Background: an optimization exercise with open tools, aiming at small area. Do not read the settings as production practice.
Function was checked by simulation only, so behaviour that the tests miss may differ from the original.
In runs 5 and 6 the design's own scripts or RTL, not TritonCTS, make the clock network.
The clock input has no modelled driver; a real chip could not lean on it and would need a root buffer or a full tree.
Power figures rest on the tool's default switching activity, not on a simulated workload.

File: flow/flow/run.sh
#!/bin/bash
# Own flow: the standard layout, with the synthesis's final ABC mapping
# done by an area-oriented script (flow/area.abc) instead of ORFS's,
# adders left to ABC instead of the half-adder cell map, and the port
# buffers (still one per port) made with the smallest buffer cell.
# Everything else (synthesis passes, register names, floorplan, place,
# CTS, route) is the standard flow, run through standard.sh.
set -euo pipefail
W=$(pwd)
{
  echo 'proc abc {args} {'
  echo '  set i [lsearch -exact $args -script]'
  echo "  if {\$i >= 0} { lset args [expr {\$i + 1}] $W/flow/area.abc }"
  echo '  yosys abc {*}$args'
  echo '}'
  cat "$W/synth_recipe.tcl"
} > "$W/own_synth.tcl"
bash "$W/standard.sh" SYNTH_SCRIPT="$W/own_synth.tcl" ADDER_MAP_FILE= BUFFER_PORTS_ARGS="-buffer_cell sky130_fd_sc_hd__buf_1" synth > "$W/synth.log" 2>&1
bash "$W/standard.sh" SYNTH_SCRIPT="$W/own_synth.tcl" ADDER_MAP_FILE= BUFFER_PORTS_ARGS="-buffer_cell sky130_fd_sc_hd__buf_1" finish > "$W/layout.log" 2>&1
File: flow/flow/area.abc
strash
&get -n
&deepsyn -T 60
&put
dch -f
amap
strash
dch -f
amap
topo
File: flow/standard.sh
#!/bin/bash
# synth_recipe.tcl (not shown) runs the flow's synth.tcl, then flattens the netlist and writes it again
# the make line also repeats each setting of config.mk as NAME=value (left out here)
make -C /OpenROAD-flow-scripts/flow DESIGN_CONFIG=/design/flow/config.mk WORK_HOME=/design/flow/orfs CLKGATE_MAP_FILE= SYNTH_SCRIPT=/design/flow/synth_recipe.tcl "${@:-finish}"
File: flow/config.mk
export PLATFORM = sky130hd
export DESIGN_NAME = oled_top
export DESIGN_NICKNAME = oled_top
export VERILOG_FILES = /design/flow/design.v
export SDC_FILE = /design/flow/constraint.sdc
export NUM_CORES = 4
export LEC_CHECK = 0
export ABC_AREA = 1
export CAP_MARGIN = 20
export CORE_MARGIN = 2
export CORE_UTILIZATION = 80
export CTS_BUF_LIST = sky130_fd_sc_hd__clkbuf_8
export CTS_CLUSTER_SIZE = 30
export PLACE_DENSITY = 0.9
export SLEW_MARGIN = 20
File: flow/constraint.sdc
create_clock -name core_clock -period 10.0 [get_ports {clk}]
set_input_delay 2.0000 -clock core_clock [delete_from_list [all_inputs] [get_ports {clk}]]
set_output_delay 2.0000 -clock core_clock [all_outputs]
set_load 0.01 [all_outputs]
File: flow/design.v
module oled_top(
    input clk,
    input rst,
    output sck,
    output reg miso,
    output reg reset_oled,
    output dc,
    output sck_reg
    );
    reg [5:0] dcnt;
    reg sr;
    reg [3:0] slot;
    reg [11:0] ptr;
    reg [1:0] ph;
    assign sck_reg = sr;
    wire tick = ~dcnt[0] & ~dcnt[1] & ~dcnt[2] & ~dcnt[4];    
    wire d4  = dcnt[4];                
    wire d8  = ~dcnt[0] & ~dcnt[2];    
    wire d10 = ~dcnt[0] & ~dcnt[4];    
    always @(posedge clk)
        if (rst) begin
            dcnt <= 6'd1;
            sr <= 1'b0;
        end else if (tick) begin
            dcnt <= 6'd1;
            sr <= ~sr;
        end else
            dcnt <= {dcnt[4:0], dcnt[5] ^ dcnt[0]};
    wire rise = tick & ~sr;
    wire fall = tick & sr;
    wire [1:0] bc = ptr[1:0];
    wire [6:0] x  = ptr[8:2];
    wire [2:0] pg = ptr[11:9];
    wire is_init = ~ph[1];
    wire is_cw   = ph[1];
    wire is_wr   = ph[1] & ph[0];
    wire is_w1   = (ph == 2'd0);
    wire fin   = (slot == 4'd15);
    wire idle1 = (slot == 4'd14);
    wire gap   = (slot == 4'd12);
    wire done  = (slot == 4'd13);
    wire [6:0] font;
    assign font[0] = (x == 7'd31) | (x == 7'd35) | (x == 7'd37) | (x == 7'd38) | (x == 7'd39) | (x == 7'd40) | (x == 7'd41) | (x == 7'd43) | (x == 7'd49) | (x == 7'd56) | (x == 7'd57) | (x == 7'd58) | (x == 7'd61) | (x == 7'd62) | (x == 7'd63) | (x == 7'd64) | (x == 7'd65) | (x == 7'd67) | (x == 7'd68) | (x == 7'd69) | (x == 7'd70) | (x == 7'd74) | (x == 7'd75) | (x == 7'd76) | (x == 7'd77) | (x == 7'd81);
    assign font[1] = (x == 7'd31) | (x == 7'd35) | (x == 7'd37) | (x == 7'd43) | (x == 7'd49) | (x == 7'd55) | (x == 7'd59) | (x == 7'd61) | (x == 7'd67) | (x == 7'd71) | (x == 7'd73) | (x == 7'd80) | (x == 7'd82);
    assign font[2] = (x == 7'd31) | (x == 7'd35) | (x == 7'd37) | (x == 7'd43) | (x == 7'd49) | (x == 7'd55) | (x == 7'd59) | (x == 7'd61) | (x == 7'd67) | (x == 7'd71) | (x == 7'd73) | (x == 7'd79) | (x == 7'd83);
    assign font[3] = (x == 7'd31) | (x == 7'd32) | (x == 7'd33) | (x == 7'd34) | (x == 7'd35) | (x == 7'd37) | (x == 7'd38) | (x == 7'd39) | (x == 7'd40) | (x == 7'd41) | (x == 7'd43) | (x == 7'd49) | (x == 7'd55) | (x == 7'd59) | (x == 7'd61) | (x == 7'd62) | (x == 7'd63) | (x == 7'd64) | (x == 7'd65) | (x == 7'd67) | (x == 7'd68) | (x == 7'd69) | (x == 7'd70) | (x == 7'd73) | (x == 7'd75) | (x == 7'd76) | (x == 7'd77) | (x == 7'd79) | (x == 7'd80) | (x == 7'd81) | (x == 7'd82) | (x == 7'd83);
    assign font[4] = (x == 7'd31) | (x == 7'd35) | (x == 7'd37) | (x == 7'd43) | (x == 7'd49) | (x == 7'd55) | (x == 7'd59) | (x == 7'd61) | (x == 7'd67) | (x == 7'd73) | (x == 7'd77) | (x == 7'd79) | (x == 7'd83);
    assign font[5] = (x == 7'd31) | (x == 7'd35) | (x == 7'd37) | (x == 7'd43) | (x == 7'd49) | (x == 7'd55) | (x == 7'd59) | (x == 7'd61) | (x == 7'd67) | (x == 7'd73) | (x == 7'd77) | (x == 7'd79) | (x == 7'd83);
    assign font[6] = (x == 7'd31) | (x == 7'd35) | (x == 7'd37) | (x == 7'd38) | (x == 7'd39) | (x == 7'd40) | (x == 7'd41) | (x == 7'd43) | (x == 7'd44) | (x == 7'd45) | (x == 7'd46) | (x == 7'd47) | (x == 7'd49) | (x == 7'd50) | (x == 7'd51) | (x == 7'd52) | (x == 7'd53) | (x == 7'd56) | (x == 7'd57) | (x == 7'd58) | (x == 7'd61) | (x == 7'd67) | (x == 7'd74) | (x == 7'd75) | (x == 7'd76) | (x == 7'd79) | (x == 7'd83);
    wire [7:0] init_byte;
    assign init_byte[0] = (ptr[3:0] == 4'd6) | (ptr[3:0] == 4'd8) | (ptr[3:0] == 4'd10) | (ptr[3:0] == 4'd11) | (ptr[3:0] == 4'd12) | (ptr[3:0] == 4'd13) | (ptr[3:0] == 4'd15);
    assign init_byte[1] = (ptr[3:0] == 4'd5) | (ptr[3:0] == 4'd11) | (ptr[3:0] == 4'd15);
    assign init_byte[2] = (ptr[3:0] == 4'd5) | (ptr[3:0] == 4'd6) | (ptr[3:0] == 4'd8) | (ptr[3:0] == 4'd9) | (ptr[3:0] == 4'd11) | (ptr[3:0] == 4'd15);
    assign init_byte[3] = (ptr[3:0] == 4'd5) | (ptr[3:0] == 4'd8) | (ptr[3:0] == 4'd11) | (ptr[3:0] == 4'd12) | (ptr[3:0] == 4'd15);
    assign init_byte[4] = (ptr[3:0] == 4'd6) | (ptr[3:0] == 4'd9) | (ptr[3:0] == 4'd12) | (ptr[3:0] == 4'd13);
    assign init_byte[5] = (ptr[3:0] == 4'd5) | (ptr[3:0] == 4'd13) | (ptr[3:0] == 4'd14) | (ptr[3:0] == 4'd15);
    assign init_byte[6] = (ptr[3:0] == 4'd6) | (ptr[3:0] == 4'd11) | (ptr[3:0] == 4'd12) | (ptr[3:0] == 4'd13);
    assign init_byte[7] = (ptr[3:0] == 4'd5) | (ptr[3:0] == 4'd6) | (ptr[3:0] == 4'd7) | (ptr[3:0] == 4'd8) | (ptr[3:0] == 4'd10) | (ptr[3:0] == 4'd11) | (ptr[3:0] == 4'd12) | (ptr[3:0] == 4'd13) | (ptr[3:0] == 4'd14) | (ptr[3:0] == 4'd15);
    wire col_end   = is_cw & (bc == 2'd0);
    wire block_end = is_wr ? (col_end & (font == 7'd0)) : (ptr == 12'd0);
    wire gap_end = ~ptr[11] & ptr[7] & ptr[6];   
    wire [2:0] page = is_wr ? ((x >= 7'd60) ? 3'd4 : 3'd3) : pg;
    reg [7:0] byte_out;
    always @(*)
        if (is_init) byte_out = init_byte;
        else case (bc)
            2'd0: byte_out = {5'b10110, page};
            2'd1: byte_out = {5'b00010, x[6:4]};
            2'd2: byte_out = {4'b0000, x[3:0]};
            default: byte_out = is_wr ? {1'b0, font} : 8'h00;
        endcase
    assign sck = slot[3] | sr;
    assign dc  = is_cw & (bc == 2'd3) & (~slot[3] | fin);
    always @(posedge clk)
        if (rst)
            miso <= 1'b0;
        else if (fall & ~slot[3])
            miso <= byte_out[slot[2:0]];
    wire ro_set = (idle1 & ptr[0] & d10) |
                  (~ptr[11] & ptr[6] & ptr[4] & ptr[3] & ptr[2] & ptr[1] & d8 & ~sr);
    wire ro_clr = is_w1 & fin & ptr[3] & ptr[2] & ptr[0] & d4 & ~sr;
    always @(posedge clk)
        if (rst)
            reset_oled <= 1'b0;
        else
            reset_oled <= ro_set | (reset_oled & ~ro_clr);
    wire adv = rise & (fin | (gap & ~gap_end));
    always @(posedge clk)
        if (rst | (rise & gap & gap_end))
            ptr <= 12'd4085;
        else if (rise & idle1 & reset_oled & block_end & (ph == 2'd2))
            ptr <= {3'd0, 7'd30, 2'd0};
        else
            ptr <= ptr + {11'd0, adv};
    always @(posedge clk)
        if (rst)
            ph <= 2'd0;
        else if (rise & ((gap & gap_end) | (idle1 & reset_oled & block_end & ~is_wr)))
            ph <= ph + 2'd1;
    always @(posedge clk)
        if (rst)
            slot <= 4'd14;
        else if (rise) begin
            if (idle1) begin
                if (!reset_oled)
                    slot <= 4'd12;
                else if (is_wr && x[6] && x[4] && x[2])    
                    slot <= 4'd13;
                else
                    slot <= {2'b10, block_end, col_end};
            end else if (gap) begin
                if (gap_end)
                    slot <= 4'd8;
            end else if (!done)
                slot <= slot - 4'd1;
        end
endmodule
==> run summary, run 1 <==
site row count: 16
Mean Syn Cell Area: 6.310 um2
total standard cell area after synthesis: 1760 um2
instance count of the mapped netlist: 279
First Err: [ERROR GPL-0301] Utilization 104.661 % exceeds 100%.
proportion of netlist area held by the largest area contributor: 30.70%
unique cell type count in the Yosys netlist: 33
Area contributors post-synth: sky130_fd_sc_hd__dfxtp_1 31%, sky130_fd_sc_hd__nor2_1 16%, sky130_fd_sc_hd__clkinv_1 10%, sky130_fd_sc_hd__o21ai_0 7.1%, sky130_fd_sc_hd__nor3_1 4.8%
terminating stage of the flow: global placement without I/O
vertical die dimension: 50.91 um
number of storage elements in the synthesis netlist: 27
starting utilization of the core area: 87.07%
most area-hungry cell type in the Yosys netlist: sky130_fd_sc_hd__dfxtp_1
net count after synthesis: 281
die span in x: 50.91 um
sequential fraction of the synthesis area: 30.70%
number of warning messages in the yosys log: 1
run status: aborted with a tool error
-- cell usage after synthesis (all sizes together) --
library cell	instances
o21ai	25
a311oi	1
o311ai	1
o2111ai	1
a221oi	1
or4	1
and3	3
a22oi	1
o22a	1
nand3	9
clkinv	49
o221ai	2
dfxtp	27
o22ai	4
a31o	1
o32a	1
o211a	1
o21a	5
o31ai	2
a41oi	2
nand2	18
nand4	1
nor4	7
o32ai	3
nor2	73
a2111oi	2
o41ai	1
nor3	17
a21oi	7
nor2b	2
a211oi	5
o211ai	1
a31oi	4
-- cell families after synthesis --
logic type             count (synthesis)  share of synthesized area [%]
flip-flops                            27                          30.70
AO/OA/AOI/OAI                         72                          27.01
AND/OR/NAND/NOR                      131                          31.84
buffers and inverters                 49                          10.45
==> inputs of run 2 (changes only) <==
--- a/flow/config.mk
+++ b/flow/config.mk
@@ -9,4 +9,6 @@
 export CAP_MARGIN = 20
+export CELL_PAD_IN_SITES_DETAIL_PLACEMENT = 0
+export CELL_PAD_IN_SITES_GLOBAL_PLACEMENT = 0
 export CORE_MARGIN = 2
-export CORE_UTILIZATION = 80
+export CORE_UTILIZATION = 75
 export CTS_BUF_LIST = sky130_fd_sc_hd__clkbuf_8
==> run 2 against run 1 <==
Effect of this change: the run now finishes clean; synthesized cell count unchanged; area after synthesis unchanged.
==> run summary, run 2 <==
DR WL/cell: 17.39 um
kind of end point of the critical path: output pin
average via count per standard cell: 6.987
root buffer cell: sky130_fd_sc_hd__clkbuf_8
Setup Fix Bufs, Post-CTS: 0
DRT Pass-1 Iters: 6
Hold Slack: 0.5046 ns
Remaining Overflow, GRT: 0
DP Wirelength: 4.090 mm
number of enable flip-flop cells after synthesis: 0 (unchanged)
Final Slew Violations: 0
primary flip-flop cell chosen by synthesis mapping: sky130_fd_sc_hd__dfxtp_1
class of the tightest hold or removal check: flip-flop to flip-flop
Tightest Pin Transition: 0.6707 ns
CTS clk-pin slew, worst paths: 0.10 ns
RSZ-0062 raised after global routing: no
sequential fraction of the synthesis area: 30.70% (unchanged)
vias in the first global route: 1933
total of buffers placed on input and output ports: 6
Worst Path Required: 8.00 ns
most instantiated cells after synthesis: 73 x sky130_fd_sc_hd__nor2_1, 49 x sky130_fd_sc_hd__clkinv_1, 27 x sky130_fd_sc_hd__dfxtp_1
Fin Clk Skew: 0.006322 ns
commonest cells after routing, fill and taps aside: 73 x sky130_fd_sc_hd__nor2_1, 49 x sky130_fd_sc_hd__clkinv_1, 27 x sky130_fd_sc_hd__dfxtp_1, 25 x sky130_fd_sc_hd__o21ai_0, 18 x sky130_fd_sc_hd__nand2_1
fraction of registers with async set/reset: 0% (unchanged)
period utilisation layout: 39.48%
most common library cell in the layout ignoring fill and taps: sky130_fd_sc_hd__nor2_1
minimum clock period after layout: 3.948 ns
detailed-route via count: 2215
number of flip-flops under the largest register name: 12
Total Neg Setup Slack: 0 ns
PostCTS Resize Cnt: 0
count of hold-fix buffers inserted at cts: 0
Worst-Skew Late Latency: 0.28 ns
DRT antenna net count: 0
WHS Path Cells: 1
number of setup violations in the final report: 0
die outline area: 2751 um2
vertical die dimension: 52.45 um (+3.0%)
register ranked first by flip-flop count: ptr
global-route usage over all layers: 44.18%
net count after synthesis: 281 (unchanged)
number of buffers created by CTS: 3
most frequent cell on the critical path: sky130_fd_sc_hd__clkinv_1
Crit Path Max Fanout: 4
starting utilization of the core area: 79.58% (-7.5 points)
drt drc: 0
power density relative to cell area: 94.79 nW/um2
Placeable Area: 2212 um2
fill cell instance count of the final layout: 156
crit path kind: flip-flop to output pin
total detailed-routing wirelength: 5.514 mm
critical path launch point type: flip-flop
gp weighted congestion: 1.078
worst slew margin relative to its limit: 54.13%
H-tree Lvls: 1
share of cells above drive strength 1: 1.038%
proportion of netlist area held by the largest area contributor: 30.70% (unchanged)
maximum clock frequency: 0.2533 GHz
maximum ir drop on the vdd rail: 128.6 uV
first-pass GRT wire length: 8.949 mm
unique cell type count in the Yosys netlist: 33 (unchanged)
final hold violation count: 0
number of DRC violations after detailed-routing iteration 0: 241
cell with the most instances after synthesis: sky130_fd_sc_hd__nor2_1
clock tree from TritonCTS: yes
run status: no timing/DRC/antenna violations
die span in x: 52.45 um (+3.0%)
site row count: 17 (+1)
Diodes inserted: 0
number of antenna violations at the first check in global routing: 0
Total Power: 176.6 uW
number of maximum-capacitance violations: 0
total standard cell area after synthesis: 1760 um2 (unchanged)
area delta synth->final: 5.828%
number of storage elements in the synthesis netlist: 27 (unchanged)
final net count: 292
R2R cell count: 17
most area-hungry cell type in the Yosys netlist: sky130_fd_sc_hd__dfxtp_1
Top Registers: ptr (12), dcnt (6), slot (4)
clk sink count: 27
maximum number of pins on one net before global-route repair: 15
number of warning messages in the yosys log: 1 (unchanged)
Arr. time, crit path: 1.95 ns
reported leakage power: 0.0006387 uW
delay of the slowest cell on the worst path: 0.40 ns
buffers from clock root to sink, at most: 2
Mean Syn Cell Area: 6.310 um2 (unchanged)
cell with the biggest individual delay on the critical path: sky130_fd_sc_hd__dfxtp_1
critical path cell sequence: clkinv_1, nor2_1, clkinv_1, nor2_1, clkinv_1, a211oi_1, buf_1
instance count of the mapped netlist: 279 (unchanged)
Area contributors post-synth: sky130_fd_sc_hd__dfxtp_1 31%, sky130_fd_sc_hd__nor2_1 16%, sky130_fd_sc_hd__clkinv_1 10%, sky130_fd_sc_hd__o21ai_0 7.1%, sky130_fd_sc_hd__nor3_1 4.8%
num ports: 7
run 2: where the power goes:
| part | leakage [uW] | switching, uW | total (uW) | internal [uW] |
|---|---|---|---|---|
| logic | 0.000393 | 3.57 | 4.91 | 1.34 |
| registers | 0.000219 | 0.934 | 109 | 109 |
| clock network | 0.0000269 | 34.6 | 62.2 | 27.6 |
| total | 0.000639 | 39.1 | 177 | 137 |
run 2: per-stage QoR:
step                      worst slack, ns  cell area, um2  utilization, %  cells
after floorplan                     6.650            1760               -    279
after global placement              6.471            1818           82.18    313
after detailed placement            6.437            1818           82.18    313
after CTS                           6.114            1863           84.22    317
after global routing                5.893            1863           84.22    317
final                               6.052            1863           84.22    317
run 2: final timing paths:
path,from,end,slack (ns)
hold reg to reg,dcnt[1],dcnt[2],0.50
setup / recovery,slot[3],dc,6.05
hold / removal,dcnt[1],dcnt[2],0.50
setup reg to reg,dcnt[4],ptr[10],6.26
run 2: worst max-delay path, delay by kind of cell (launching register included):
kind	cells	cell delay (ns)
AOI/OAI and AO/OA	1	0.24
and+or+nand+nor	2	0.42
buffers and inverters	4	0.61
DFF	1	0.40
run 2: final cells by class:
cell class | count | area, um2 | share of cell area (%)
well taps | 28 | 35.03 | 1.880
repair buffers | 6 | 22.52 | 1.209
inverters | 49 | 183.9 | 9.872
clock buffers | 3 | 41.29 | 2.216
multi-input cells | 203 | 1036 | 55.61
clock inverters | 1 | 3.754 | 0.2015
flip-flops and latches | 27 | 540.5 | 29.01
run 2: layer usage:
| metal | up-vias | global-route usage [%] | routed length, um |
|---|---|---|---|
| li1 | 1000 | - | - |
| met2 | 223 | 66.67 | 2373 |
| met4 | 0 | 22.22 | 279 |
| met1 | 937 | 57.68 | 2052 |
| met5 | - | 0 | 0 |
| met3 | 55 | 11.71 | 809 |
run 2: logic make-up (layout without fill, tap and decap cells):
logic type             after synthesis  after routing  share of synthesized area (%)
buffers and inverters               49             59                          10.45
AND/OR/NAND/NOR                    131            131                          31.84
AO/OA/AOI/OAI                       72             72                          27.01
flip-flops                          27             27                          30.70
==> inputs of run 3 (changes only) <==
==> flow/flow/run.sh (replaced) <==
#!/bin/bash
# Own flow: the standard layout (standard.sh) with three changes:
# - the synthesis's final ABC mapping is replaced (flow/abc_best.tcl) by an
#   area-oriented script run for several seeds, keeping the smallest netlist;
# - adders are left to ABC instead of the half-adder cell map;
# - the port buffers (still one per port) use the smallest buffer cell.
# Synthesis passes, register names, floorplan, place, CTS and route are the
# standard flow's.
set -euo pipefail
W=$(pwd)
cat "$W/flow/abc_best.tcl" "$W/synth_recipe.tcl" > "$W/own_synth.tcl"
export OWN_ABC_SEEDS="1 2 3"
export OWN_ABC_T=150
V=(SYNTH_SCRIPT="$W/own_synth.tcl" ADDER_MAP_FILE= BUFFER_PORTS_ARGS="-buffer_cell sky130_fd_sc_hd__buf_1")
bash "$W/standard.sh" "${V[@]}" synth > "$W/synth.log" 2>&1
bash "$W/standard.sh" "${V[@]}" finish > "$W/layout.log" 2>&1
==> flow/flow/abc_best.tcl (new file) <==
# Replaces the abc command of ORFS's synthesis: maps the logic with an
# area-oriented ABC script (deepsyn, then area mapping) for several random
# seeds and keeps the smallest result. Flip-flops are not touched.
proc abc {args} {
  set i [lsearch -exact $args -script]
  set li [lsearch -exact $args -liberty]
  set lib [lindex $args [expr {$li + 1}]]
  set dir $::env(OBJECTS_DIR)
  yosys design -save pre_abc
  set best -1
  foreach seed $::env(OWN_ABC_SEEDS) {
    set f [open $dir/own_abc_$seed.script w]
    puts $f "strash"
    puts $f "&get -n"
    puts $f "&deepsyn -T $::env(OWN_ABC_T) -S $seed"
    puts $f "&put"
    puts $f "dch -f"
    puts $f "amap -F 50 -A 50"
    puts $f "strash"
    puts $f "dch -f"
    puts $f "amap -F 50 -A 50"
    puts $f "topo"
    close $f
    yosys design -load pre_abc
    set a $args
    lset a [expr {$i + 1}] $dir/own_abc_$seed.script
    yosys abc {*}$a
    yosys tee -q -o $dir/own_abc_$seed.stat stat -liberty $lib
    set f [open $dir/own_abc_$seed.stat r]
    set txt [read $f]
    close $f
    regexp {Chip area for module '[^']*': ([0-9.]+)} $txt -> area
    puts "own abc: seed $seed area $area"
    if {$best < 0 || $area < $best} {
      set best $area
      yosys design -save best_abc
    }
  }
  puts "own abc: kept area $best"
  yosys design -load best_abc
}
==> flow/config.mk (replaced) <==
export PLATFORM = sky130hd
export DESIGN_NAME = oled_top
export DESIGN_NICKNAME = oled_top
export VERILOG_FILES = /design/flow/design.v
export SDC_FILE = /design/flow/constraint.sdc
export NUM_CORES = 4
export LEC_CHECK = 0
export ABC_AREA = 1
export CAP_MARGIN = 20
export CORE_AREA = 2 2 63 63
export CTS_BUF_LIST = sky130_fd_sc_hd__clkbuf_8
export DIE_AREA = 0 0 65 65
export PLACE_DENSITY = 0.6
export SLEW_MARGIN = 20
removed: flow/flow/area.abc
==> run 3 against run 2 <==
Effect of this change: utilization decreased by 34 points; clock skew decreased by 0.0026 ns; die area increased by 54%; wire length decreased by 11%; area after synthesis decreased by 4.4%; cell area decreased by 2.6%; sequential power about the same; final cell count decreased by 2.8%; global-route usage decreased by 20 points; sequential cell count unchanged; combinational power decreased by 14%; via count decreased by 14%; largest power group unchanged.
==> run summary, run 3 <==
dominant combinational cell family by area after synthesis: compound AO/OA/AOI/OAI gates
number of flip-flops under the largest register name: 12 (unchanged)
DP Wirelength: 3.766 mm (-7.9%)
number of setup violations in the final report: 0 (unchanged)
end of the worst register-to-register path: miso
primary flip-flop cell chosen by synthesis mapping: sky130_fd_sc_hd__dfxtp_1
final net count: 263 (-9.9%)
number of warning messages in the yosys log: 1 (unchanged)
instance count of the mapped netlist: 250 (-10%)
site row count: 22 (+5)
R2R cell count: 16 (-1)
fraction of the mapped netlist area in adder cells: 0% (unchanged)
Mean Syn Cell Area: 6.731 um2 (+6.7%)
die span in x: 65 um (+24%)
number of buffers created by CTS: 3 (unchanged)
Crit Path Max Fanout: 5 (+1)
die outline area: 4225 um2 (+54%)
power density relative to cell area: 100.0 nW/um2 (+5.5%)
post-synthesis xor/xnor area fraction: 0% (unchanged)
run status: no timing/DRC/antenna violations
DRT antenna net count: 0 (unchanged)
DR WL/cell: 15.91 um (-8.6%)
RSZ-0062 raised after global routing: no
global-route usage over all layers: 24.48% (-20 points)
Total Neg Setup Slack: 0 ns (unchanged)
WHS Path Cells: 2 (+1)
sequential fraction of the synthesis area: 32.12% (+1.4 points)
class of the tightest hold or removal check: flip-flop to flip-flop
share of cells above drive strength 1: 1.538% (+0.50 points)
Worst Path Required: 8.00 ns (about the same)
crit path kind: flip-flop to output pin
detailed-route via count: 1897 (-14%)
clk sink count: 27 (unchanged)
reported leakage power: 0.0005930 uW (-7.2%)
critical path launch point type: flip-flop
Area contributors post-synth: sky130_fd_sc_hd__dfxtp_1 32%, sky130_fd_sc_hd__nor2_1 13%, sky130_fd_sc_hd__clkinv_1 8.0%, sky130_fd_sc_hd__o21ai_0 6.8%, sky130_fd_sc_hd__a21oi_1 3.9%
most common library cell in the layout ignoring fill and taps: sky130_fd_sc_hd__nor2_1
maximum number of pins on one net before global-route repair: 18 (+3)
PostCTS Resize Cnt: 0 (unchanged)
starting utilization of the core area: 46.67% (-33 points)
Top Registers: ptr (12), dcnt (6), slot (4)
CTS clk-pin slew, worst paths: 0.10 ns (about the same)
area delta synth->final: 7.881%
commonest cells after routing, fill and taps aside: 57 x sky130_fd_sc_hd__nor2_1, 36 x sky130_fd_sc_hd__clkinv_1, 27 x sky130_fd_sc_hd__dfxtp_1, 23 x sky130_fd_sc_hd__o21ai_0
most area-hungry cell type in the Yosys netlist: sky130_fd_sc_hd__dfxtp_1
Fin Clk Skew: 0.003757 ns (-0.002565 ns)
Hold Path Origin: dcnt[2]
proportion of netlist area held by the largest area contributor: 32.12% (+1.4 points)
Setup Fix Bufs, Post-CTS: 0 (unchanged)
Simple-Gate Fraction of Synth Area: 29.89% (-2.0 points)
cell with the most instances after synthesis: sky130_fd_sc_hd__nor2_1
DRT Pass-1 Iters: 6 (unchanged)
end point of the most critical hold path: dcnt[3]
maximum ir drop on the vdd rail: 97.13 uV (-24%)
root buffer cell: sky130_fd_sc_hd__clkbuf_8
Final Slew Violations: 0 (unchanged)
Tightest Pin Transition: 0.5959 ns (-0.07476 ns)
vias in the first global route: 1695 (-12%)
num ports: 7 (unchanged)
count of hold-fix buffers inserted at cts: 0 (unchanged)
r2r startpoint: ptr[3]
worst slew margin relative to its limit: 59.77% (+5.6 points)
Arr. time, crit path: 1.89 ns (-0.06 ns)
gp weighted congestion: 0.9426 (-13%)
total standard cell area after synthesis: 1683 um2 (-4.4%)
number of DRC violations after detailed-routing iteration 0: 268 (+11%)
period utilisation layout: 38.89% (-0.60 points)
buffers from clock root to sink, at most: 2 (unchanged)
kind of end point of the critical path: output pin
Worst R2R Setup Slack: 6.29 ns (+0.03 ns)
Diodes inserted: 0 (unchanged)
number of enable flip-flop cells after synthesis: 0 (unchanged)
total detailed-routing wirelength: 4.899 mm (-11%)
vertical die dimension: 65 um (+24%)
clock tree from TritonCTS: yes
H-tree Lvls: 1 (unchanged)
Worst-Skew Late Latency: 0.28 ns (about the same)
total of buffers placed on input and output ports: 6 (unchanged)
maximum clock frequency: 0.2572 GHz (+1.5%)
number of storage elements in the synthesis netlist: 27 (unchanged)
most instantiated cells after synthesis: 57 x sky130_fd_sc_hd__nor2_1, 36 x sky130_fd_sc_hd__clkinv_1, 27 x sky130_fd_sc_hd__dfxtp_1
register ranked first by flip-flop count: ptr
drt drc: 0 (unchanged)
final hold violation count: 0 (unchanged)
average via count per standard cell: 6.159 (-12%)
net count after synthesis: 252 (-10%)
number of antenna violations at the first check in global routing: 0 (unchanged)
Total Power: 181.6 uW (+2.8%)
fill cell instance count of the final layout: 378 (+140%)
Placeable Area: 3606 um2 (+63%)
Remaining Overflow, GRT: 0 (unchanged)
first-pass GRT wire length: 7.997 mm (-11%)
minimum clock period after layout: 3.889 ns (-0.05993 ns)
area fraction in compound gates after synthesis: 29.96% (+3.0 points)
unique cell type count in the Yosys netlist: 34 (+3.0%)
mux share of post-synthesis cell area: 0% (unchanged)
fraction of registers with async set/reset: 0% (unchanged)
number of maximum-capacitance violations: 0 (unchanged)
-- run 3: cell types whose count changed after synthesis, moves of 3 or more --
cell	delta
sky130_fd_sc_hd__or4_1	+3
sky130_fd_sc_hd__a21oi_1	+6
sky130_fd_sc_hd__nor4_1	-3
sky130_fd_sc_hd__clkinv_1	-13
sky130_fd_sc_hd__nand3_1	-3
sky130_fd_sc_hd__nand4_1	+3
sky130_fd_sc_hd__nor2_1	-16
sky130_fd_sc_hd__nand2_1	-6
sky130_fd_sc_hd__o221ai_1	+3
sky130_fd_sc_hd__nor3_1	-4
-- run 3: worst max path at each step --
stage,startpoint,to,slack [ns],cells past startpoint
6_report,slot[3],dc,6.11,5
5_1_grt,slot[3],dc,5.95,5
4_1_cts,slot[3],dc,6.09,5
3_5_place_dp,dcnt[4],ptr[11],6.42,19
3_3_place_gp,dcnt[4],ptr[11],6.31,19
2_1_floorplan,slot[3],dc,6.49,4
-- run 3: cells by family after synthesis --
kind of cell | count (synthesis)
simple gates | 111
buf+inv | 36
compound gates | 76
flops | 27
-- run 3: layer usage --
metal  GRT usage [%]  vias to the layer above  wire [um]
met4           11.44                        0        172
met5               0                        -          0
met2           35.70                      100       2056
li1                -                      945          -
met1           34.58                      833       2308
met3           4.514                       19        362
-- run 3: report_power, final --
| part | leakage (uW) | switching (uW) | total (uW) | internal [uW] |
|---|---|---|---|---|
| sequential | 0.000219 | 0.877 | 109 | 109 |
| combinational | 0.000348 | 2.86 | 4.23 | 1.36 |
| clock | 0.0000261 | 38.6 | 68.0 | 29.4 |
| total | 0.000593 | 42.3 | 182 | 139 |
-- run 3: area by class of cell --
class	instances	area, um2	share of cell area, %
clock buffers	3	41.29	2.274
clock inverters	1	8.758	0.4824
inverters	36	135.1	7.443
multi-input cells	187	1007	55.48
flip-flops and latches	27	540.5	29.77
well taps	48	60.06	3.308
repair buffers	6	22.52	1.241
-- run 3: critical path, stage by stage (launching register included) --
cell,delay [ns]
sky130_fd_sc_hd__dfxtp_1,0.38
sky130_fd_sc_hd__clkinv_1,0.13
sky130_fd_sc_hd__nor2_1,0.26
sky130_fd_sc_hd__nand3_1,0.18
sky130_fd_sc_hd__a2111oi_0,0.45
sky130_fd_sc_hd__buf_1,0.19
-- run 3: metrics by stage --
stage / area (um2) / hold WS (ns) / cells / util, % / setup WS [ns]
floorplan: 1683 / 0.4113 / 250 / - / 6.485
CTS: 1815 / 0.4802 / 308 / 50.35 / 6.089
global route: 1815 / 0.4862 / 308 / 50.35 / 5.951
detailed placement: 1765 / 0.4587 / 304 / 48.96 / 6.424
global placement: 1765 / 0.4532 / 304 / 48.96 / 6.311
finish: 1815 / 0.4679 / 308 / 50.35 / 6.111
==> inputs of run 4 (changes only) <==
==> flow/flow/run.sh (replaced) <==
#!/bin/bash
# Own flow: the standard layout (standard.sh) with three changes:
# - the synthesis's final ABC mapping is replaced (flow/abc_best.tcl) by an
#   area-oriented script (deepsyn, then area mapping); the whole standard
#   synthesis is run once per random seed, in parallel, each in its own
#   folder, and the run with the smallest netlist is kept as the synthesis;
# - adders are left to ABC instead of the half-adder cell map;
# - the port buffers (still one per port) use the smallest buffer cell.
# Synthesis passes, register names, floorplan, place, CTS and route are the
# standard flow's.
set -euo pipefail
W=$(pwd)
cat "$W/flow/abc_best.tcl" "$W/synth_recipe.tcl" > "$W/own_synth.tcl"
export OWN_ABC_T=300
V=(SYNTH_SCRIPT="$W/own_synth.tcl" ADDER_MAP_FILE= BUFFER_PORTS_ARGS="-buffer_cell sky130_fd_sc_hd__buf_1")
SEEDS="1 2 3 4"
for s in $SEEDS; do
  OWN_ABC_SEEDS=$s bash "$W/standard.sh" "${V[@]}" WORK_HOME="$W/try$s" synth > "$W/synth_try$s.log" 2>&1 &
done
wait
best=""; barea=""
for s in $SEEDS; do
  f="$W/try$s/reports/sky130hd/oled_top/base/synth_stat.txt"
  [[ -f "$W/try$s/results/sky130hd/oled_top/base/1_synth.odb" && -f "$f" ]] || continue
  a=$(sed -n "s/.*Chip area for module '[^']*': \([0-9.]*\).*/\1/p" "$f" | head -1)
  echo "seed $s: synthesis area $a"
  if [[ -z "$best" ]] || awk -v a="$a" -v b="$barea" 'BEGIN{exit !(a < b)}'; then best=$s; barea=$a; fi
done
echo "kept seed $best (area $barea)"
rm -rf "$W/orfs"
cp -a "$W/try$best" "$W/orfs"
bash "$W/standard.sh" "${V[@]}" finish > "$W/layout.log" 2>&1
==> run 4 against run 3 <==
Effect of this change: highest routed layer unchanged; register-to-register slack worse by 0.48 ns; die area stayed put; largest power group unchanged; cell area fell by 2.5%; worst setup slack lost 0.30 ns; clock power is 9.9% lower; maximum frequency is 7.3% lower.
==> run summary, run 4 <==
run status: no timing/DRC/antenna violations
number of antenna violations at the first check in global routing: 0 (unchanged)
proportion of netlist area held by the largest area contributor: 32.95% (+0.83 points)
sequential fraction of the synthesis area: 32.95% (+0.83 points)
critical path cell sequence: clkinv_1, nor3_1, o32ai_1, nor3_1, a2111o_1, o21ai_0, o21ai_0, o211a_1, a31oi_1, nor3b_1, o21ai_0, or4_1, nor3_1, nor2_1, nor2_1, nor2_1, o21ai_0, nor2_1
most common library cell in the layout ignoring fill and taps: sky130_fd_sc_hd__nor2_1
critical path launch point type: flip-flop
R2R cell count: 18 (+2)
Placeable Area: 3606 um2 (unchanged)
reported leakage power: 0.0005922 uW (-0.12%)
number of warning messages in the yosys log: 1 (unchanged)
power density relative to cell area: 98.90 nW/um2 (-1.1%)
placement-stage worst setup slack: 5.943 ns (-0.4809 ns)
clock tree from TritonCTS: yes
Setup Fix Bufs, Post-CTS: 0 (unchanged)
number of maximum-capacitance violations: 0 (unchanged)
Worst Path Required: 10.17 ns (+2.17 ns)
num ports: 7 (unchanged)
RSZ-0062 raised after global routing: no
most instantiated cells after synthesis: 44 x sky130_fd_sc_hd__nor2_1, 32 x sky130_fd_sc_hd__clkinv_1, 31 x sky130_fd_sc_hd__o21ai_0
final hold violation count: 0 (unchanged)
site row count: 22 (unchanged)
DRT antenna net count: 0 (unchanged)
minimum setup slack in the final design: 5.807 ns (-0.3046 ns)
total standard cell area after synthesis: 1640 um2 (-2.5%)
end of the worst register-to-register path: ptr[1]
number of flip-flops under the largest register name: 12 (unchanged)
register ranked first by flip-flop count: ptr
period utilisation layout: 41.93% (+3.0 points)
buffers from clock root to sink, at most: 2 (unchanged)
area delta synth->final: 7.857% (about the same)
DRT Pass-1 Iters: 5 (-1)
maximum clock frequency: 0.2385 GHz (-7.3%)
share of cells above drive strength 1: 1.606% (+0.068 points)
vertical die dimension: 65 um (unchanged)
final net count: 252 (-4.2%)
cell with the most instances after synthesis: sky130_fd_sc_hd__nor2_1
cell with the biggest individual delay on the critical path: sky130_fd_sc_hd__dfxtp_1
PostCTS Resize Cnt: 0 (unchanged)
number of DRC violations after detailed-routing iteration 0: 182 (-32%)
unique cell type count in the Yosys netlist: 34 (unchanged)
maximum ir drop on the vdd rail: 96.59 uV (-0.56%)
maximum number of pins on one net before global-route repair: 16 (-2)
Diodes inserted: 0 (unchanged)
first-pass GRT wire length: 7.941 mm (-0.70%)
Crit path max-delay family: simple AND/OR/NAND/NOR gates
clk sink count: 27 (unchanged)
vias in the first global route: 1658 (-2.2%)
instance count of the mapped netlist: 239 (-4.4%)
Fin Clk Skew: 0.006738 ns (+0.002981 ns)
commonest cells after routing, fill and taps aside: 44 x sky130_fd_sc_hd__nor2_1, 32 x sky130_fd_sc_hd__clkinv_1, 31 x sky130_fd_sc_hd__o21ai_0, 27 x sky130_fd_sc_hd__dfxtp_1, 15 x sky130_fd_sc_hd__a21oi_1
global-route usage over all layers: 23.95% (-0.53 points)
Hold Slack: 0.4744 ns (+0.006561 ns)
Crit Path Max Fanout: 12 (+7)
average via count per standard cell: 6.152 (-0.12%)
Mean Syn Cell Area: 6.863 um2 (+2.0%)
Top Registers: ptr (12), dcnt (6), slot (4)
most area-hungry cell type in the Yosys netlist: sky130_fd_sc_hd__dfxtp_1
Buffers & Inverters on Critical Path: 1 (-1)
Area contributors post-synth: sky130_fd_sc_hd__dfxtp_1 33%, sky130_fd_sc_hd__nor2_1 10%, sky130_fd_sc_hd__o21ai_0 9.5%, sky130_fd_sc_hd__clkinv_1 7.3%, sky130_fd_sc_hd__a21oi_1 4.6%
fraction of registers with async set/reset: 0% (unchanged)
Hold Path Origin: dcnt[1]
Final Slew Violations: 0 (unchanged)
gp weighted congestion: 0.9476 (+0.53%)
minimum clock period after layout: 4.193 ns (+0.3046 ns)
worst slew margin relative to its limit: 65.19% (+5.4 points)
DP Wirelength: 3.520 mm (-6.5%)
die outline area: 4225 um2 (unchanged)
count of hold-fix buffers inserted at cts: 0 (unchanged)
number of storage elements in the synthesis netlist: 27 (unchanged)
number of enable flip-flop cells after synthesis: 0 (unchanged)
CTS clk-pin slew, worst paths: 0.09 ns (about the same)
launching instance or port of the critical path: ptr[5]
drt drc: 0 (unchanged)
H-tree Lvls: 1 (unchanged)
root buffer cell: sky130_fd_sc_hd__clkbuf_8
Tightest Pin Transition: 0.5222 ns (-0.07378 ns)
primary flip-flop cell chosen by synthesis mapping: sky130_fd_sc_hd__dfxtp_1
total detailed-routing wirelength: 4.668 mm (-4.7%)
detailed-route via count: 1827 (-3.7%)
kind of end point of the critical path: flip-flop
r2r startpoint: ptr[5]
total of buffers placed on input and output ports: 6 (unchanged)
number of buffers created by CTS: 3 (unchanged)
Remaining Overflow, GRT: 0 (unchanged)
DR WL/cell: 15.72 um (-1.2%)
class of the tightest hold or removal check: flip-flop to flip-flop
crit path kind: flip-flop to flip-flop
end point of the critical path: ptr[1]
Levels on crit path: 18 (+13)
Total Neg Setup Slack: 0 ns (unchanged)
die span in x: 65 um (unchanged)
delay of the slowest cell on the worst path: 0.58 ns (+0.13 ns)
Worst R2R Setup Slack: 5.81 ns (-0.48 ns)
net count after synthesis: 241 (-4.4%)
Worst-Skew Late Latency: 0.27 ns (about the same)
Arr. time, crit path: 4.37 ns (+2.48 ns)
starting utilization of the core area: 45.49% (-1.2 points)
number of setup violations in the final report: 0 (unchanged)
## run 4: changes by cell type in the layout (fill, tap and decap cells not counted), sizes merged, moves of 3 or more
cell / previous run / this run
nand4: 4 / 1
nor2: 57 / 44
o21ai: 23 / 31
clkinv: 36 / 33
## run 4: cell families after synthesis
kind of cell | count (synthesis) | share of synthesized area [%]
AND/OR/NAND/NOR | 93 | 25.63
AO/OA/AOI/OAI | 87 | 34.10
buffers and inverters | 32 | 7.323
flip-flops | 27 | 32.95
## run 4: power breakdown
part           switching (uW)  leakage [uW]  total [uW]  internal, uW
clock                    33.4     0.0000255        61.3          27.9
sequential              0.858      0.000219         109           109
combinational            2.88      0.000348        4.33          1.45
total                    37.1      0.000592         175           138
## run 4: layout make-up
cell class,instances,area (um2)
clock buffer,3,41.29
clock inverter,1,5.005
tap,48,60.06
timing repair buffer,6,22.52
sequential,27,540.5
multi-input combinational,180,979.7
fill,374,1837
inverter,32,120.1
## run 4: worst min path at each step
stage / to / slack, ns / cells past startpoint
after detailed placement: dcnt[2] / 0.46 / 1
after floorplan: dcnt[5] / 0.43 / 2
after global routing: dcnt[2] / 0.49 / 1
after global placement: dcnt[4] / 0.45 / 1
final: dcnt[2] / 0.47 / 1
after CTS: dcnt[2] / 0.48 / 1
## run 4: worst register-to-register path, cell delays in order (launching register included)
cell and delay [ns]:
sky130_fd_sc_hd__dfxtp_1 0.58, sky130_fd_sc_hd__clkinv_1 0.32, sky130_fd_sc_hd__nor3_1 0.37, sky130_fd_sc_hd__o32ai_1 0.15
sky130_fd_sc_hd__nor3_1 0.29, sky130_fd_sc_hd__a2111o_1 0.18, sky130_fd_sc_hd__o21ai_0 0.11, sky130_fd_sc_hd__o21ai_0 0.12
sky130_fd_sc_hd__o211a_1 0.21, sky130_fd_sc_hd__a31oi_1 0.08, sky130_fd_sc_hd__nor3b_1 0.40, sky130_fd_sc_hd__o21ai_0 0.15
sky130_fd_sc_hd__or4_1 0.51, sky130_fd_sc_hd__nor3_1 0.16, sky130_fd_sc_hd__nor2_1 0.09, sky130_fd_sc_hd__nor2_1 0.17
sky130_fd_sc_hd__nor2_1 0.08, sky130_fd_sc_hd__o21ai_0 0.08, sky130_fd_sc_hd__nor2_1 0.05
## run 4: stage by stage
step / cell area [um2] / total power (uW) / cells / util (%)
6_report: 1769 / 175.0 / 297 / 49.06
3_3_place_gp: 1723 / 116.2 / 293 / 47.78
4_1_cts: 1769 / 176.4 / 297 / 49.06
5_1_grt: 1769 / 181.5 / 297 / 49.06
2_1_floorplan: 1640 / 114.4 / 239 / -
3_5_place_dp: 1723 / 116.2 / 293 / 47.78
## run 4: layer usage
layer  up-vias  global-route usage [%]  share of wire, %
met5         -                       0                 0
met4         0                   6.915               1.3
met3         7                   2.778               7.1
met2        92                   36.47                43
met1       826                   35.34                49
li1        902                       -                 -
==> inputs of run 5 (changes only) <==
--- a/flow/flow/run.sh
+++ b/flow/flow/run.sh
@@ -1,3 +1,3 @@
 #!/bin/bash
-# Own flow: the standard layout (standard.sh) with three changes:
+# Own flow: the standard layout (standard.sh) with four changes:
 # - the synthesis's final ABC mapping is replaced (flow/abc_best.tcl) by an
@@ -7,4 +7,5 @@
 # - adders are left to ABC instead of the half-adder cell map;
-# - the port buffers (still one per port) use the smallest buffer cell.
-# Synthesis passes, register names, floorplan, place, CTS and route are the
+# - the port buffers (still one per port) use the smallest buffer cell;
+# - the clock tree is one clkbuf_8 (flow/one_clkbuf.tcl) instead of three.
+# Synthesis passes, register names, floorplan, place and route are the
 # standard flow's.
@@ -13,5 +14,5 @@
 cat "$W/flow/abc_best.tcl" "$W/synth_recipe.tcl" > "$W/own_synth.tcl"
-export OWN_ABC_T=300
-V=(SYNTH_SCRIPT="$W/own_synth.tcl" ADDER_MAP_FILE= BUFFER_PORTS_ARGS="-buffer_cell sky130_fd_sc_hd__buf_1")
-SEEDS="1 2 3 4"
+export OWN_ABC_T=5
+V=(PRE_CTS_TCL="$W/flow/one_clkbuf.tcl" SYNTH_SCRIPT="$W/own_synth.tcl" ADDER_MAP_FILE= BUFFER_PORTS_ARGS="-buffer_cell sky130_fd_sc_hd__buf_1")
+SEEDS="1"
 for s in $SEEDS; do
==> flow/flow/one_clkbuf.tcl (new file) <==
# PRE_CTS hook: the clock port drives one clkbuf_16, placed at the centre of
# the flip-flops, which drives every flip-flop clock pin. The tree is this one
# buffer, so TritonCTS (which would build a root and two leaf buffers for
# this small design) is not run; the rest of the CTS step (legalization,
# timing repair) runs as usual.
set block [ord::get_db_block]
set clk_net [$block findNet clk]
set master [[ord::get_db] findMaster sky130_fd_sc_hd__clkbuf_16]
set buf [odb::dbInst_create $block $master clkbuf_0_clk]
set leaf [odb::dbNet_create $block clknet_0_clk]
$leaf setSigType CLOCK
set n 0; set sx 0; set sy 0
foreach it [$clk_net getITerms] {
  set inst [$it getInst]
  lassign [$inst getLocation] x y
  set sx [expr {$sx + $x}]; set sy [expr {$sy + $y}]; incr n
  $it disconnect
  $it connect $leaf
}
[$buf findITerm A] connect $clk_net
[$buf findITerm X] connect $leaf
$buf setLocation [expr {$sx / $n}] [expr {$sy / $n}]
$buf setPlacementStatus PLACED
puts "one_clkbuf: $n clock pins on clknet_0_clk"
proc clock_tree_synthesis {args} { puts "one_clkbuf: clock_tree_synthesis not run" }
==> run 5 against run 4 <==
Effect of this change: still clean on timing, DRC and antenna; maximum frequency rose by 10%; first-iteration DRC count grew 57%; area after synthesis rose by 5.3%; sequential power about the same; via count is 7.4% higher; sequential cell count stayed put; combinational power rose to 2.6 times the previous value; critical endpoint is now dc; largest power group unchanged; highest routed layer unchanged.
==> run summary, run 5 <==
maximum number of pins on one net before global-route repair: 28 (+12)
total standard cell area after synthesis: 1728 um2 (+5.3%)
most instantiated cells after synthesis: 61 x sky130_fd_sc_hd__nor2_1, 46 x sky130_fd_sc_hd__clkinv_1, 31 x sky130_fd_sc_hd__o21ai_0
Mean Syn Cell Area: 6.329 um2 (-7.8%)
die outline area: 4225 um2 (unchanged)
vias in the first global route: 1795 (+8.3%)
final hold violation count: 0 (unchanged)
area delta synth->final: 6.227%
Diodes inserted: 0 (unchanged)
Gate power share: 6.7% (+4.2 points)
Buffers & Inverters on Critical Path: 4 (+3)
switching power total: 36.39 uW (-1.9%)
fill cell instance count of the final layout: 391 (+4.5%)
most frequent cell on the critical path: sky130_fd_sc_hd__clkinv_1
drt drc: 0 (unchanged)
die span in x: 65 um (unchanged)
global-route usage over all layers: 24.10% (+0.16 points)
minimum setup slack in the final design: 6.199 ns (+0.3917 ns)
sequential share of power: 66.0% (+3.5 points)
register ranked first by flip-flop count: ptr
Placeable Area: 3606 um2 (unchanged)
fraction of registers with async set/reset: 0% (unchanged)
final net count: 284 (+13%)
average via count per standard cell: 5.985 (-2.7%)
number of flip-flops under the largest register name: 12 (unchanged)
CTS clk-pin slew, worst paths: 0.10 ns (about the same)
cell with the most instances after synthesis: sky130_fd_sc_hd__nor2_1
site row count: 22 (unchanged)
vertical die dimension: 65 um (unchanged)
Top Registers: ptr (12), dcnt (6), slot (4)
total of buffers placed on input and output ports: 6 (unchanged)
Area contributors post-synth: sky130_fd_sc_hd__dfxtp_1 31%, sky130_fd_sc_hd__nor2_1 13%, sky130_fd_sc_hd__clkinv_1 10%, sky130_fd_sc_hd__o21ai_0 9.0%, sky130_fd_sc_hd__nor3_1 4.6%
crit path kind: flip-flop to output pin
most area-hungry cell type in the Yosys netlist: sky130_fd_sc_hd__dfxtp_1
sequential fraction of the synthesis area: 31.28% (-1.7 points)
minimum clock period after layout: 3.801 ns (-0.3917 ns)
critical path cell sequence: clkinv_1, nor2_1, clkinv_1, nor3_1, clkinv_1, a211oi_1, buf_1
unique cell type count in the Yosys netlist: 30 (-12%)
most common library cell in the layout ignoring fill and taps: sky130_fd_sc_hd__nor2_1
count of hold-fix buffers inserted at cts: 0 (unchanged)
DRT antenna net count: 0 (unchanged)
Tightest Pin Transition: 0.6959 ns (+0.1737 ns)
reported leakage power: 0.0005827 uW (-1.6%)
DRT Pass-1 Iters: 6 (+1)
total detailed-routing wirelength: 4.675 mm (+0.15%)
class of the tightest hold or removal check: flip-flop to flip-flop
maximum clock frequency: 0.2631 GHz (+10%)
first-pass GRT wire length: 8.355 mm (+5.2%)
starting utilization of the core area: 47.92% (+2.4 points)
Final Slew Violations: 0 (unchanged)
instance count of the mapped netlist: 273 (+14%)
number of DRC violations after detailed-routing iteration 0: 286 (+57%)
worst slew margin relative to its limit: 53.12% (-12 points)
gp weighted congestion: 0.9125 (-3.7%)
share of cells above drive strength 1: 0.3571% (-1.2 points)
Internal Pwr Total: 131.0 uW (-5.0%)
DP Wirelength: 3.766 mm (+7.0%)
number of maximum-capacitance violations: 0 (unchanged)
commonest cells after routing, fill and taps aside: 61 x sky130_fd_sc_hd__nor2_1, 46 x sky130_fd_sc_hd__clkinv_1, 31 x sky130_fd_sc_hd__o21ai_0, 27 x sky130_fd_sc_hd__dfxtp_1, 20 x sky130_fd_sc_hd__nand2_1
Arr. time, crit path: 1.80 ns (-2.57 ns)
net count after synthesis: 275 (+14%)
Crit path max-delay family: buffers and inverters
number of warning messages in the yosys log: 1 (unchanged)
period utilisation layout: 38.01% (-3.9 points)
Setup Fix Bufs, Post-CTS: 0 (unchanged)
combined flip-flop and latch cell area: 540.5 um2 (unchanged)
primary flip-flop cell chosen by synthesis mapping: sky130_fd_sc_hd__dfxtp_1
num ports: 7 (unchanged)
Crit Path Max Fanout: 4 (-8)
number of storage elements in the synthesis netlist: 27 (unchanged)
maximum ir drop on the vdd rail: 106.3 uV (+10%)
proportion of netlist area held by the largest area contributor: 31.28% (-1.7 points)
number of setup violations in the final report: 0 (unchanged)
RSZ-0062 raised after global routing: no
delay of the slowest cell on the worst path: 0.39 ns (-0.19 ns)
Total Neg Setup Slack: 0 ns (unchanged)
Worst-Skew Late Latency: 0.16 ns (-0.11 ns)
DR WL/cell: 14.25 um (-9.3%)
PostCTS Resize Cnt: 0 (unchanged)
detailed-route via count: 1963 (+7.4%)
kind of end point of the critical path: output pin
Fin Clk Skew: 0.005718 ns (-0.001020 ns)
run status: no timing/DRC/antenna violations
power density relative to cell area: 91.18 nW/um2 (-7.8%)
Remaining Overflow, GRT: 0 (unchanged)
placement-stage worst setup slack: 6.437 ns (+0.4940 ns)
cell with the biggest individual delay on the critical path: sky130_fd_sc_hd__dfxtp_1
proportion of power drawn by the clock network: 27.3% (-7.7 points)
critical path launch point type: flip-flop
proportion of total power due to net switching: 21.75% (+0.54 points)
Worst Path Required: 8.00 ns (-2.17 ns)
Multi-input gate area: 1015 um2 (+3.6%)
number of antenna violations at the first check in global routing: 0 (unchanged)
number of enable flip-flop cells after synthesis: 0 (unchanged)
==> run 5: tightest hold or removal path: stages, from the launching register on <==
cell,delay (ns)
sky130_fd_sc_hd__dfxtp_1,0.33
sky130_fd_sc_hd__clkinv_1,0.07
sky130_fd_sc_hd__nor2_1,0.04
==> run 5: path summary, 6_finish.rpt <==
| path | start | endpoint | slack [ns] | cells past startpoint |
|---|---|---|---|---|
| worst max-delay path | slot[3] | dc | 6.20 | 7 |
| worst min-delay path | dcnt[2] | dcnt[3] | 0.46 | 2 |
| worst max register to register | ptr[3] | miso | 6.59 | 11 |
| worst min register to register | dcnt[2] | dcnt[3] | 0.46 | 2 |
==> run 5: layer usage <==
metal / GRT usage (%) / routed length [um]
met1: 36.19 / 2277
met2: 38.27 / 1959
met3: 0.8681 / 332
met4: 5.053 / 106
met5: 0 / 0
==> run 5: area by class of cell <==
type | instances | share of cell area (%)
plain buffers | 1 | 1.363
repair buffers | 6 | 1.227
well taps | 48 | 3.272
inverters | 46 | 9.407
multi-input cells | 200 | 55.28
flip-flops and latches | 27 | 29.45
==> run 5: metrics by stage <==
step	total power [uW]	hold WS, ns	utilization, %	std cells	cell area [um2]
finish	167.4	0.4595	50.90	328	1836
global placement	124.2	0.4435	50.21	327	1810
CTS	158.4	0.4533	50.90	328	1836
global route	175.2	0.4920	50.90	328	1836
floorplan	120.7	0.4113	-	273	1728
detailed placement	123.9	0.4533	50.21	327	1810
==> run 5: power groups by stage <==
stage          Combinational (uW)  Clock (uW)  Sequential, uW
2_1_floorplan                8.13           0             113
5_1_grt                      12.9        51.6             111
4_1_cts                      11.2        34.4             113
3_3_place_gp                 11.4           0             113
6_report                     11.2        45.7             110
3_5_place_dp                 11.1           0             113
==> run 5: cell families after synthesis <==
| family | after synthesis | share of synthesized area (%) |
|---|---|---|
| simple gates | 121 | 30.49 |
| flops | 27 | 31.28 |
| compound gates | 79 | 28.24 |
| buf+inv | 46 | 9.993 |
==> inputs of run 6 (changes only) <==
--- a/flow/flow/run.sh
+++ b/flow/flow/run.sh
@@ -8,3 +8,3 @@
 # - the port buffers (still one per port) use the smallest buffer cell;
-# - the clock tree is one clkbuf_8 (flow/one_clkbuf.tcl) instead of three.
+# - the clock tree is one clkbuf_16 (flow/one_clkbuf.tcl) instead of three.
 # Synthesis passes, register names, floorplan, place and route are the
@@ -14,5 +14,5 @@
 cat "$W/flow/abc_best.tcl" "$W/synth_recipe.tcl" > "$W/own_synth.tcl"
-export OWN_ABC_T=5
+export OWN_ABC_T=300
 V=(PRE_CTS_TCL="$W/flow/one_clkbuf.tcl" SYNTH_SCRIPT="$W/own_synth.tcl" ADDER_MAP_FILE= BUFFER_PORTS_ARGS="-buffer_cell sky130_fd_sc_hd__buf_1")
-SEEDS="1"
+SEEDS="1 2 3 4"
 for s in $SEEDS; do
==> run 6 against run 5 <==
Effect of this change: sequential share of layout area rose by 1.5 points; sequential power barely moved; largest power group unchanged; sequential cell count did not move; critical endpoint is now ph[1]; worst hold slack improved by 0.017 ns; maximum frequency fell by 10%; largest cell class unchanged; synthesized cell count fell by 12%; utilization fell by 2.4 points.
==> run summary, run 6 <==
run status: no timing/DRC/antenna violations
number of setup violations in the final report: 0 (unchanged)
Setup Fix Bufs, Post-CTS: 0 (unchanged)
instance count of the mapped netlist: 239 (-12%)
global-route usage over all layers: 23.03% (-1.1 points)
net count after synthesis: 241 (-12%)
starting utilization of the core area: 45.49% (-2.4 points)
detailed-route via count: 1800 (-8.3%)
DRT antenna net count: 0 (unchanged)
number of antenna violations at the first check in global routing: 0 (unchanged)
Worst Path Required: 10.10 ns (+2.10 ns)
commonest cells after routing, fill and taps aside: 44 x sky130_fd_sc_hd__nor2_1, 32 x sky130_fd_sc_hd__clkinv_1, 31 x sky130_fd_sc_hd__o21ai_0, 27 x sky130_fd_sc_hd__dfxtp_1, 15 x sky130_fd_sc_hd__a21oi_1
Crit Path Max Fanout: 12 (+8)
Buffers & Inverters on Critical Path: 1 (-3)
Fin Clk Skew: 0.004308 ns (-0.001410 ns)
primary flip-flop cell chosen by synthesis mapping: sky130_fd_sc_hd__dfxtp_1
minimum clock period after layout: 4.239 ns (+0.4375 ns)
period utilisation layout: 42.39% (+4.4 points)
drt drc: 0 (unchanged)
register ranked first by flip-flop count: ptr
count of hold-fix buffers inserted at cts: 0 (unchanged)
total of buffers placed on input and output ports: 6 (unchanged)
die span in x: 65 um (unchanged)
share of cells above drive strength 1: 0.4065% (+0.049 points)
most instantiated cells after synthesis: 44 x sky130_fd_sc_hd__nor2_1, 32 x sky130_fd_sc_hd__clkinv_1, 31 x sky130_fd_sc_hd__o21ai_0
num ports: 7 (unchanged)
final net count: 250 (-12%)
class of the tightest hold or removal check: flip-flop to flip-flop
number of maximum-capacitance violations: 0 (unchanged)
final hold violation count: 0 (unchanged)
first-pass GRT wire length: 7.900 mm (-5.4%)
DP Wirelength: 3.520 mm (-6.5%)
critical path cell sequence: clkinv_1, nor3_1, o32ai_1, nor3_1, a2111o_1, o21ai_0, o21ai_0, o211a_1, a31oi_1, nor3b_1, o21ai_0, or4_1, nor3_1, nor2_1, nor2_1, o21ai_0, a21oi_1
site row count: 22 (unchanged)
busiest metal layer after global routing: met2
Total Neg Setup Slack: 0 ns (unchanged)
most frequent cell on the critical path: sky130_fd_sc_hd__o21ai_0
Crit path max-delay family: simple AND/OR/NAND/NOR gates
average via count per standard cell: 6.122 (+2.3%)
worst slew margin relative to its limit: 65.11% (+12 points)
number of DRC violations after detailed-routing iteration 0: 205 (-28%)
Cells after DPL: 293 (-10%)
met2 routing resource usage after global routing: 37.11% (-1.2 points)
CTS clk-pin slew, worst paths: 0.10 ns (about the same)
maximum clock frequency: 0.2359 GHz (-10%)
cell with the most instances after synthesis: sky130_fd_sc_hd__nor2_1
number of storage elements in the synthesis netlist: 27 (unchanged)
unique cell type count in the Yosys netlist: 34 (+13%)
PostCTS Resize Cnt: 0 (unchanged)
RSZ-0062 raised after global routing: no
die outline area: 4225 um2 (unchanged)
total standard cell area after synthesis: 1640 um2 (-5.1%)
vias in the first global route: 1658 (-7.6%)
delay of the slowest cell on the worst path: 0.59 ns (+0.20 ns)
DR WL/cell: 15.71 um (+10%)
maximum number of pins on one net before global-route repair: 28 (unchanged)
maximum ir drop on the vdd rail: 135.7 uV (+28%)
number of enable flip-flop cells after synthesis: 0 (unchanged)
DRT Pass-1 Iters: 5 (-1)
Tightest Pin Transition: 0.5234 ns (-0.1725 ns)
cell with the biggest individual delay on the critical path: sky130_fd_sc_hd__dfxtp_1
power density relative to cell area: 91.25 nW/um2 (about the same)
vertical die dimension: 65 um (unchanged)
met3 track demand over resource in global routing: 0.5208% (-0.35 points)
Area contributors post-synth: sky130_fd_sc_hd__dfxtp_1 33%, sky130_fd_sc_hd__nor2_1 10%, sky130_fd_sc_hd__o21ai_0 9.5%, sky130_fd_sc_hd__clkinv_1 7.3%, sky130_fd_sc_hd__a21oi_1 4.6%
Arr. time, crit path: 4.34 ns (+2.54 ns)
total detailed-routing wirelength: 4.619 mm (-1.2%)
fraction of registers with async set/reset: 0% (unchanged)
number of flip-flops under the largest register name: 12 (unchanged)
critical path launch point type: flip-flop
most common library cell in the layout ignoring fill and taps: sky130_fd_sc_hd__nor2_1
proportion of netlist area held by the largest area contributor: 32.95% (+1.7 points)
Remaining Overflow, GRT: 0 (unchanged)
gp weighted congestion: 0.9476 (+3.8%)
most area-hungry cell type in the Yosys netlist: sky130_fd_sc_hd__dfxtp_1
number of warning messages in the yosys log: 1 (unchanged)
Hold Slack: 0.4766 ns (+0.01703 ns)
area delta synth->final: 6.560%
Diodes inserted: 0 (unchanged)
non-filler cells, final: 294 (-10%)
Top Registers: ptr (12), dcnt (6), slot (4)
Final Slew Violations: 0 (unchanged)
Mean Syn Cell Area: 6.863 um2 (+8.4%)
reported leakage power: 0.0005791 uW (-0.62%)
kind of end point of the critical path: flip-flop
fill cell instance count of the final layout: 380 (-2.8%)
crit path kind: flip-flop to flip-flop
Worst-Skew Late Latency: 0.16 ns (about the same)
sequential fraction of the synthesis area: 32.95% (+1.7 points)
met1 GRT Util: 34.69% (-1.5 points)
Placeable Area: 3606 um2 (unchanged)
==> run 6: metal layers <==
layer	up-vias	routed length, um
met2	66	2052
met4	0	45
li1	896	-
met3	6	236
met5	-	0
met1	832	2284
==> run 6: worst paths after layout <==
path	slack [ns]	depth (start not counted)	startpoint	end
setup reg to reg	5.76	17	ptr[5]	ph[1]
hold / removal	0.48	1	dcnt[1]	dcnt[2]
setup / recovery	5.76	17	ptr[5]	ph[1]
hold reg to reg	0.48	1	dcnt[1]	dcnt[2]
==> run 6: cell families after synthesis <==
| logic type | count (synthesis) | synth area share (%) |
|---|---|---|
| AO/OA/AOI/OAI | 87 | 34.10 |
| AND/OR/NAND/NOR | 93 | 25.63 |
| buffers and inverters | 32 | 7.323 |
| flip-flops | 27 | 32.95 |
==> run 6: cell type report <==
cell class	instances	area, um2	share of cell area [%]
plain buffers	1	25.02	1.432
inverters	32	120.1	6.872
multi-input cells	180	979.7	56.05
flip-flops and latches	27	540.5	30.92
well taps	48	60.06	3.436
repair buffers	6	22.52	1.288
==> run 6: power by group <==
part,leakage (uW),internal (uW),switching [uW]
Combinational,0.000348,1.45,2.86
Sequential,0.000219,109,0.829
Clock,0.0000123,18.5,27.3
Total,0.000579,129,31.0
==> run 6: worst reg2reg max path: cells and delay by family (launching register included) <==
kind,cells,cell delay (ns)
buffers and inverters,1,0.32
AOI/OAI and AO/OA,9,1.24
and+or+nand+nor,7,2.02
DFF,1,0.59
==> run 6: per-stage QoR <==
| step | instance area [um2] | utilization [%] | total power, uW | worst slack (ns) |
|---|---|---|---|---|
| 3_3_place_gp | 1723 | 47.78 | 116.2 | 5.966 |
| 2_1_floorplan | 1640 | - | 114.4 | 6.599 |
| 5_1_grt | 1748 | 48.47 | 164.8 | 5.496 |
| 6_report | 1748 | 48.47 | 159.5 | 5.761 |
| 3_5_place_dp | 1723 | 47.78 | 116.2 | 5.943 |
| 4_1_cts | 1748 | 48.47 | 150.6 | 5.928 |

afterwards: timing with drivers on the ports:
Ports are ideal in the flow. The routed layouts listed here were re-timed in OpenROAD.
Step 1 sets driving cells, clkbuf_16 on the clock port and buf_2 on the other inputs (assumed; they add their load-dependent delay and slew).
Step 2, shift: input delay + t, output delay - t, t = (earliest + latest rising clock arrival at the registers) / 2. This alone moves slack from input paths to output paths.
a / b / c = no drivers / after step 1 / after step 2; a / b = the first two.
run	t (ns)	setup slack, ns	worst setup path after step 2	slew at the worst register clock pin (ns)	worst slew at a driven data input, ns
run 2	0.295	6.052 / 6.029 / 6.256	register to register	0.10 / 0.10	0.03
run 3	0.307	6.111 / 6.085 / 6.292	register to register	0.10 / 0.10	0.03
run 4	0.292	5.807 / 5.807 / 5.807	register to register	0.09 / 0.09	0.03
run 5	0.188	6.199 / 6.172 / 6.359	register to output	0.10 / 0.10	0.03
run 6	0.188	5.761 / 5.761 / 5.761	register to register	0.10 / 0.10	0.03
After both steps setup and hold are still met in every run listed.
